Source: an optimization exercise on an open RTL-to-GDS flow (aim: small area, a short achievable clock period and few clock cycles). Production flows keep margins and buffers that such runs may drop.
In this exercise RTL edits were held to simulation tests only and were not proved equivalent to the original.
Power and IR drop assume default switching activity.

==> try-cedar <==
==> flow/design.v (excerpt) <==
module mips16_core(
	input clk,
	input rst,  
	output [9:0] imem_addr,
	input [15:0] imem_rdata,
	output [9:0] dmem_addr,
	output dmem_we,
	output [15:0] dmem_wdata,
	input [15:0] dmem_rdata,
	input [15:0] in_data,
	output rf_we,
	output [4:0] rf_waddr,
	output [15:0] rf_wdata
	);
==> flow/config.mk <==
export PLATFORM = sky130hd
export DESIGN_NAME = mips16_core
export DESIGN_NICKNAME = mips16_core
export VERILOG_FILES = /design/flow/design.v
export SDC_FILE = /design/flow/constraint.sdc
export NUM_CORES = 4
export LEC_CHECK = 0
export CAP_MARGIN = 20
export CORE_MARGIN = 2
export CORE_UTILIZATION = 40
export SLEW_MARGIN = 20
==> flow/constraint.sdc <==
create_clock -name core_clock -period 44.0 [get_ports {clk}]
set_input_delay 8.8000 -clock core_clock [delete_from_list [all_inputs] [get_ports {clk}]]
set_output_delay 8.8000 -clock core_clock [all_outputs]
set_load 0.01 [all_outputs]
standard.sh (not shown) runs the stock make flow with config.mk's settings and CLKGATE_MAP_FILE= SYNTH_SCRIPT=/design/flow/synth_recipe.tcl, a recipe that flattens the netlist after the stock synthesis.
==> flow/flow/run.sh <==
#!/bin/bash
set -euo pipefail
MARGIN=34.2
bash standard.sh SETUP_SLACK_MARGIN=$MARGIN "BUFFER_PORTS_ARGS=-buffer_cell sky130_fd_sc_hd__buf_4" finish > standard_flow.log 2>&1
==> try-violet: changes against try-cedar <==
==> flow/design.v (replaced) <==
module ALU(
	input [15:0] a,
	input [15:0] b,
	input [15:0] shl_x,   
	input [15:0] shl_n,   
	output [15:0] sum,
	output [15:0] diff,
	output lt,            
	output [15:0] shl,
	output [15:0] shr,
	output [15:0] mul,
	output [3:0] dshift   
	);
	wire [16:0] d17 = {1'b0, a} - {1'b0, b};
	assign sum = a + b;
	assign diff = d17[15:0];
	assign lt = d17[16];
	assign shl = (shl_n[15:4] != 12'd0) ? 16'd0 : (shl_x << shl_n[3:0]);
	assign shr = (b[15:4] != 12'd0) ? 16'd0 : (a >> b[3:0]);
	assign mul = a * b;
	function [3:0] msb;
		input [15:0] x;
		integer k;
		begin
			msb = 4'd0;
			for (k = 0; k < 16; k = k + 1)
				if (x[k]) msb = k;
		end
	endfunction
	assign dshift = msb(a) - msb(b);
endmodule
module REGFILE(
	input clk,
	input rst,
	input we,
	input [4:0] waddr,
	input [15:0] wdata,
	input [4:0] aaddr,
	output [15:0] adata,
	input [4:0] baddr,
	output [15:0] bdata,
	output r1nz  
	);
	reg [15:0] r [1:31];
	integer i;
	always @(posedge clk) begin
		for (i = 1; i < 32; i = i + 1) begin
			if (rst) r[i] <= 16'd0;
			else if (we && waddr == i) r[i] <= wdata;
		end
	end
	assign adata = (aaddr == 5'd0) ? 16'd0 : r[aaddr];
	assign bdata = (baddr == 5'd0) ? 16'd0 : r[baddr];
	assign r1nz = |r[1];
endmodule
module mips16_core(
	input clk,
	input rst,  
	output [9:0] imem_addr,
	input [15:0] imem_rdata,
	output [9:0] dmem_addr,
	output dmem_we,
	output [15:0] dmem_wdata,
	input [15:0] dmem_rdata,
	input [15:0] in_data,
	output rf_we,
	output [4:0] rf_waddr,
	output [15:0] rf_wdata
	);
	localparam [5:0] OP_NOP = 6'h00, OP_LW = 6'h01, OP_SW = 6'h02, OP_MV = 6'h03,
		OP_BGZ = 6'h04, OP_BEZ = 6'h05, OP_JMP = 6'h06, OP_JAL = 6'h07, OP_JR = 6'h08,
		OP_SLT = 6'h09, OP_SLTI = 6'h0A, OP_SEQ = 6'h0B, OP_SEQI = 6'h0C, OP_LIM = 6'h0D,
		OP_SL = 6'h0E, OP_SR = 6'h0F, OP_ADD = 6'h10, OP_SUB = 6'h11, OP_MULT = 6'h12,
		OP_DIV = 6'h13, OP_MOD = 6'h14, OP_ADDI = 6'h15, OP_SUBI = 6'h16, OP_MULTI = 6'h17,
		OP_DIVI = 6'h18, OP_MODI = 6'h19, OP_NOT = 6'h1A, OP_XOR = 6'h1B, OP_OR = 6'h1C,
		OP_AND = 6'h1D, OP_LWR = 6'h1E, OP_SWR = 6'h1F, OP_SI = 6'h20, OP_SLI = 6'h21,
		OP_SRI = 6'h22;
	reg [9:0] fpc, dpc, npc;
	reg [15:0] ir;
	reg ev;             
	reg e_wr1;          
	reg e_sw;           
	reg [1:0] ph;       
	reg [3:0] cnt;      
	reg ld_iss;         
	reg [9:0] dm_addr;
	reg dm_we;
	reg [15:0] dm_wdata;  
	reg rfw_we;
	reg [4:0] rfw_addr;
	reg [15:0] rfw_data;  
	assign imem_addr = fpc;
	assign dmem_addr = dm_addr;
	assign dmem_we = dm_we;
	assign dmem_wdata = dm_wdata;
	assign rf_we = rfw_we;
	assign rf_waddr = rfw_addr;
	assign rf_wdata = rfw_data;
	wire [5:0] op = ir[15:10];
	wire [4:0] fa = ir[9:5];
	wire [4:0] fb = ir[4:0];
	wire [4:0] ra = e_sw ? 5'd1 : fa;
	wire [15:0] rA, rB;
	wire r1nz;
	reg wen;
	reg [4:0] waddr;
	reg [15:0] wdata;
	REGFILE regs(.clk(clk), .rst(rst), .we(wen), .waddr(waddr), .wdata(wdata),
		.aaddr(ra), .adata(rA), .baddr(fb), .bdata(rB), .r1nz(r1nz));
	wire use_imm = (op == OP_SLTI) | (op == OP_SEQI) | (op == OP_ADDI) | (op == OP_SUBI) |
		(op == OP_MULTI) | (op == OP_DIVI) | (op == OP_MODI) | (op == OP_SLI) | (op == OP_SRI);
	wire [15:0] opA = rA;
	wire [15:0] opB = use_imm ? {11'd0, fb} : rB;
	wire is_div = (op == OP_DIV) | (op == OP_DIVI);
	wire is_mod = (op == OP_MOD) | (op == OP_MODI);
	wire is_dm = is_div | is_mod;
	wire div_it = is_dm & (ph != 2'd0);    
	wire [15:0] alu_sum, alu_diff, alu_shl, alu_shr, alu_mul;
	wire alu_lt;
	wire [3:0] div_s;
	ALU alu(.a(opA), .b(opB), .shl_x(div_it ? opB : opA), .shl_n(div_it ? {12'd0, cnt} : opB),
		.sum(alu_sum), .diff(alu_diff), .lt(alu_lt), .shl(alu_shl), .shr(alu_shr),
		.mul(alu_mul), .dshift(div_s));
	wire [16:0] dsub = {1'b0, rfw_data} - {1'b0, alu_shl};
	wire dge = ~dsub[16];
	wire [15:0] rem_n = dge ? dsub[15:0] : rfw_data;
	wire [15:0] quo_n = {dm_wdata[14:0], dge};
	wire b_zero = (opB == 16'd0);
	wire div_triv = b_zero | alu_lt;
	wire [15:0] div_triv_res = is_div ? (b_zero ? 16'hFFFF : 16'd0) : opA;
	wire is_lw = (op == OP_LW), is_lwr = (op == OP_LWR);
	reg e_last;
	always @(*) begin
		if (!ev) e_last = 1'b1;
		else if (is_lw) e_last = ld_iss ? (ph == 2'd1) : (ph == 2'd2);
		else if (is_lwr) e_last = (ph == 2'd2);
		else if (is_dm) e_last = (ph == 2'd0) ? div_triv : (cnt == 4'd0);
		else e_last = 1'b1;
	end
	reg e_last_next;
	always @(*) begin
		if (is_lw) e_last_next = ld_iss ? 1'b1 : (ph == 2'd1);
		else if (is_lwr) e_last_next = (ph == 2'd1);
		else if (is_dm) e_last_next = (ph == 2'd0) ? (div_s == 4'd0) : (cnt == 4'd1);
		else e_last_next = 1'b1;
	end
	wire [9:0] epc = npc - 10'd1;  
	always @(*) begin
		wen = 1'b0;
		waddr = 5'd1;
		wdata = 16'd0;
		if (ev) begin
			case (op)
			OP_LW: begin wen = e_last; wdata = dmem_rdata; end
			OP_MV: begin wen = 1'b1; waddr = fb; wdata = opA; end
			OP_JAL: begin wen = 1'b1; waddr = fa; wdata = {6'd0, epc}; end
			OP_SLT, OP_SLTI: begin wen = 1'b1; wdata = {15'd0, alu_lt}; end
			OP_SEQ, OP_SEQI: begin wen = 1'b1; wdata = {15'd0, opA != opB}; end
			OP_LIM: begin wen = 1'b1; wdata = {6'd0, ir[9:0]}; end
			OP_SL, OP_SLI: begin wen = 1'b1; wdata = alu_shl; end
			OP_SR, OP_SRI: begin wen = 1'b1; wdata = alu_shr; end
			OP_ADD, OP_ADDI: begin wen = 1'b1; wdata = alu_sum; end
			OP_SUB, OP_SUBI: begin wen = 1'b1; wdata = alu_diff; end
			OP_MULT, OP_MULTI: begin wen = 1'b1; wdata = alu_mul; end
			OP_DIV, OP_DIVI, OP_MOD, OP_MODI: begin
				wen = e_last;
				wdata = (ph == 2'd0) ? div_triv_res : (is_div ? quo_n : rem_n);
			end
			OP_NOT: begin wen = 1'b1; waddr = fb; wdata = ~opA; end
			OP_XOR: begin wen = 1'b1; wdata = opA ^ opB; end
			OP_OR: begin wen = 1'b1; wdata = opA | opB; end
			OP_AND: begin wen = 1'b1; wdata = opA & opB; end
			OP_LWR: begin wen = e_last; waddr = fb; wdata = dmem_rdata; end
			OP_SI: begin wen = 1'b1; waddr = fa; wdata = in_data; end
			default: ;
			endcase
		end
	end
	wire e_br = ev & ((op == OP_JR) | ((op == OP_BGZ) & r1nz) | ((op == OP_BEZ) & ~r1nz));
	wire [9:0] e_tgt = (op == OP_JR) ? rA[9:0] : ir[9:0];
	wire [5:0] dop = imem_rdata[15:10];
	wire ir_free = e_last;
	wire acc = (dpc == npc) & ir_free & ~e_br;
	wire r1_known = ~(ev & e_wr1);
	wire d_jmp = (dop == OP_JMP);
	wire d_cbr = ((dop == OP_BGZ) | (dop == OP_BEZ)) & r1_known;
	wire d_taken = d_jmp | ((dop == OP_BGZ) & r1_known & r1nz) | ((dop == OP_BEZ) & r1_known & ~r1nz);
	wire d_drop = d_jmp | d_cbr;  
	wire d_multi = (dop == OP_LW) | (dop == OP_LWR);
	wire [4:0] dfa = imem_rdata[9:5], dfb = imem_rdata[4:0];
	wire d_wr1 = (dop == OP_LW) | (dop == OP_SLT) | (dop == OP_SLTI) | (dop == OP_SEQ) |
		(dop == OP_SEQI) | (dop == OP_LIM) | (dop == OP_SL) | (dop == OP_SR) |
		((dop >= OP_ADD) & (dop <= OP_MODI)) | (dop == OP_XOR) | (dop == OP_OR) |
		(dop == OP_AND) | (dop == OP_SLI) | (dop == OP_SRI) |
		(((dop == OP_MV) | (dop == OP_NOT) | (dop == OP_LWR)) & (dfb == 5'd1)) |
		(((dop == OP_JAL) | (dop == OP_SI)) & (dfa == 5'd1));
	wire e_store = ev & ((op == OP_SW) | (op == OP_SWR));
	wire e_lwr_iss = ev & is_lwr & (ph == 2'd0);
	wire e_lw_iss = ev & is_lw & ~ld_iss & (ph == 2'd0);
	wire d_lw_iss = acc & (dop == OP_LW) & ~e_store & ~e_lwr_iss;
	wire seq_ok = (fpc == npc + 10'd1);
	always @(posedge clk) begin
		dpc <= fpc;
		if (rst) begin
			fpc <= 10'd0;
			npc <= 10'd0;
			ev <= 1'b0;
			ph <= 2'd0;
			ld_iss <= 1'b0;
			dm_we <= 1'b0;
			rfw_we <= 1'b0;
		end else begin
			if (e_br) begin
				npc <= e_tgt;
				fpc <= e_tgt;
			end else if (acc) begin
				if (d_taken) begin
					npc <= imem_rdata[9:0];
					fpc <= imem_rdata[9:0];
				end else begin
					npc <= npc + 10'd1;
					if (!seq_ok) fpc <= npc + 10'd1;
					else if (d_multi & ~d_drop) fpc <= fpc;
					else fpc <= fpc + 10'd1;
				end
			end else begin
				if ((fpc == npc) & (e_last | e_last_next)) fpc <= fpc + 10'd1;
				else fpc <= npc;
			end
			if (acc) begin
				ir <= imem_rdata;
				ev <= ~d_drop;
				e_wr1 <= d_wr1;
				e_sw <= (dop == OP_SW);
				ld_iss <= d_lw_iss;
			end else if (e_last) begin
				ev <= 1'b0;
			end
			if (e_last) ph <= 2'd0;
			else if (div_it) ph <= 2'd1;
			else ph <= ph + 2'd1;
			if (ev & is_dm) begin
				if (ph == 2'd0) cnt <= div_s;
				else cnt <= cnt - 4'd1;
			end
			dm_we <= e_store;
			if (e_store) begin
				dm_addr <= (op == OP_SW) ? ir[9:0] : rB[9:0];
				dm_wdata <= rA;
			end else if (e_lwr_iss) begin
				dm_addr <= rA[9:0];
			end else if (e_lw_iss) begin
				dm_addr <= ir[9:0];
			end else if (d_lw_iss) begin
				dm_addr <= imem_rdata[9:0];
			end
			rfw_we <= wen;
			if (wen) begin
				rfw_addr <= waddr;
				rfw_data <= wdata;
			end else if (ev & is_dm) begin
				rfw_data <= (ph == 2'd0) ? opA : rem_n;
			end
			if (ev & is_dm & ~e_store) begin
				dm_wdata <= (ph == 2'd0) ? 16'd0 : quo_n;
			end
		end
	end
endmodule
==> flow/run.sh (new file) <==
#!/bin/bash
# synth_recipe.tcl (not shown) runs the flow's synth.tcl, then flattens the netlist and writes it again
# the make line also repeats each setting of config.mk as NAME=value (left out here)
make -C /OpenROAD-flow-scripts/flow DESIGN_CONFIG=/design/flow/config.mk WORK_HOME=/design/flow/orfs CLKGATE_MAP_FILE= SYNTH_SCRIPT=/design/flow/synth_recipe.tcl finish
removed: flow/flow/run.sh
removed: flow/standard.sh
==> summary.txt <==
quantity	try-cedar	try-violet
Hold depth	1	0
Area taken by multi-input logic gates	21530 um2	27040 um2
Resize count post-CTS	206	0
Critical path buffer and inverter count	4	1
Fraction of standard cell area in multi-input logic	45.06%	57.06%
Share of post-route cells with drive strength above 1	19.32%	8.874%
Final clock skew	0.03563 ns	0.02894 ns
Drt first pass iters	12	8
Detailed placer's ending HPWL	126.4 mm	157.0 mm
Outcome	timing/DRC/antenna clean	timing/DRC/antenna clean
Core utilization of the finished layout	48.56%	45.21%
FF-to-FF setup slack	34.15 ns	31.49 ns
Setup slack after layout	33.68 ns	31.46 ns
Antenna violations before repair	5	28
Setup slack after placement	32.83 ns	31.05 ns
Global-route wire length before repair	274.8 mm	335.0 mm
Met1 wire length	69.43 mm	85.98 mm
Switching portion of total power	46.80%	53.93%
Total length of routed met2 wires	83.38 mm	97.63 mm
Simple-gate share of the synthesized area	19.09%	29.20%
Slew Limit Headroom	18.96%	14.16%
Share of total power in sequential cells	24.3%	19.4%
Multiplexer share of the synthesized area	3.308%	3.062%
Testbench counts of try-cedar, summed over its fixed seeds: cycles 27,902.
Testbench counts of try-violet, summed over its fixed seeds: cycles 27,874.

==> port drivers added, routing unchanged <==
Ports are ideal in the flow. The routed layouts listed here were re-timed in OpenROAD. Step 1, drivers: a clkbuf_16 drives clk and a buf_2 each remaining input, both assumed. Step 2 times the ports against the registers' clock, not the clock port: input delays grow and output delays shrink by t, the midpoint of the rising clock arrivals with the driver on. Slacks: ideal / step 1 / step 2; pairs: ideal / step 1.
| run | shift t [ns] | setup WS [ns] | worst setup path after step 2 | slew at the worst register clock pin (ns) |
|---|---|---|---|---|
| try-cedar | 0.715 | 33.677 / 33.705 / 32.990 | input to register | 0.07 / 0.07 |
| try-violet | 0.736 | 31.464 / 31.495 / 30.779 | input to register | 0.07 / 0.07 |
After both steps every run listed still meets setup and hold. For try-cedar, which loses most, drivers alone change the setup slack by +0.028 ns; drivers and shift together by -0.687 ns.
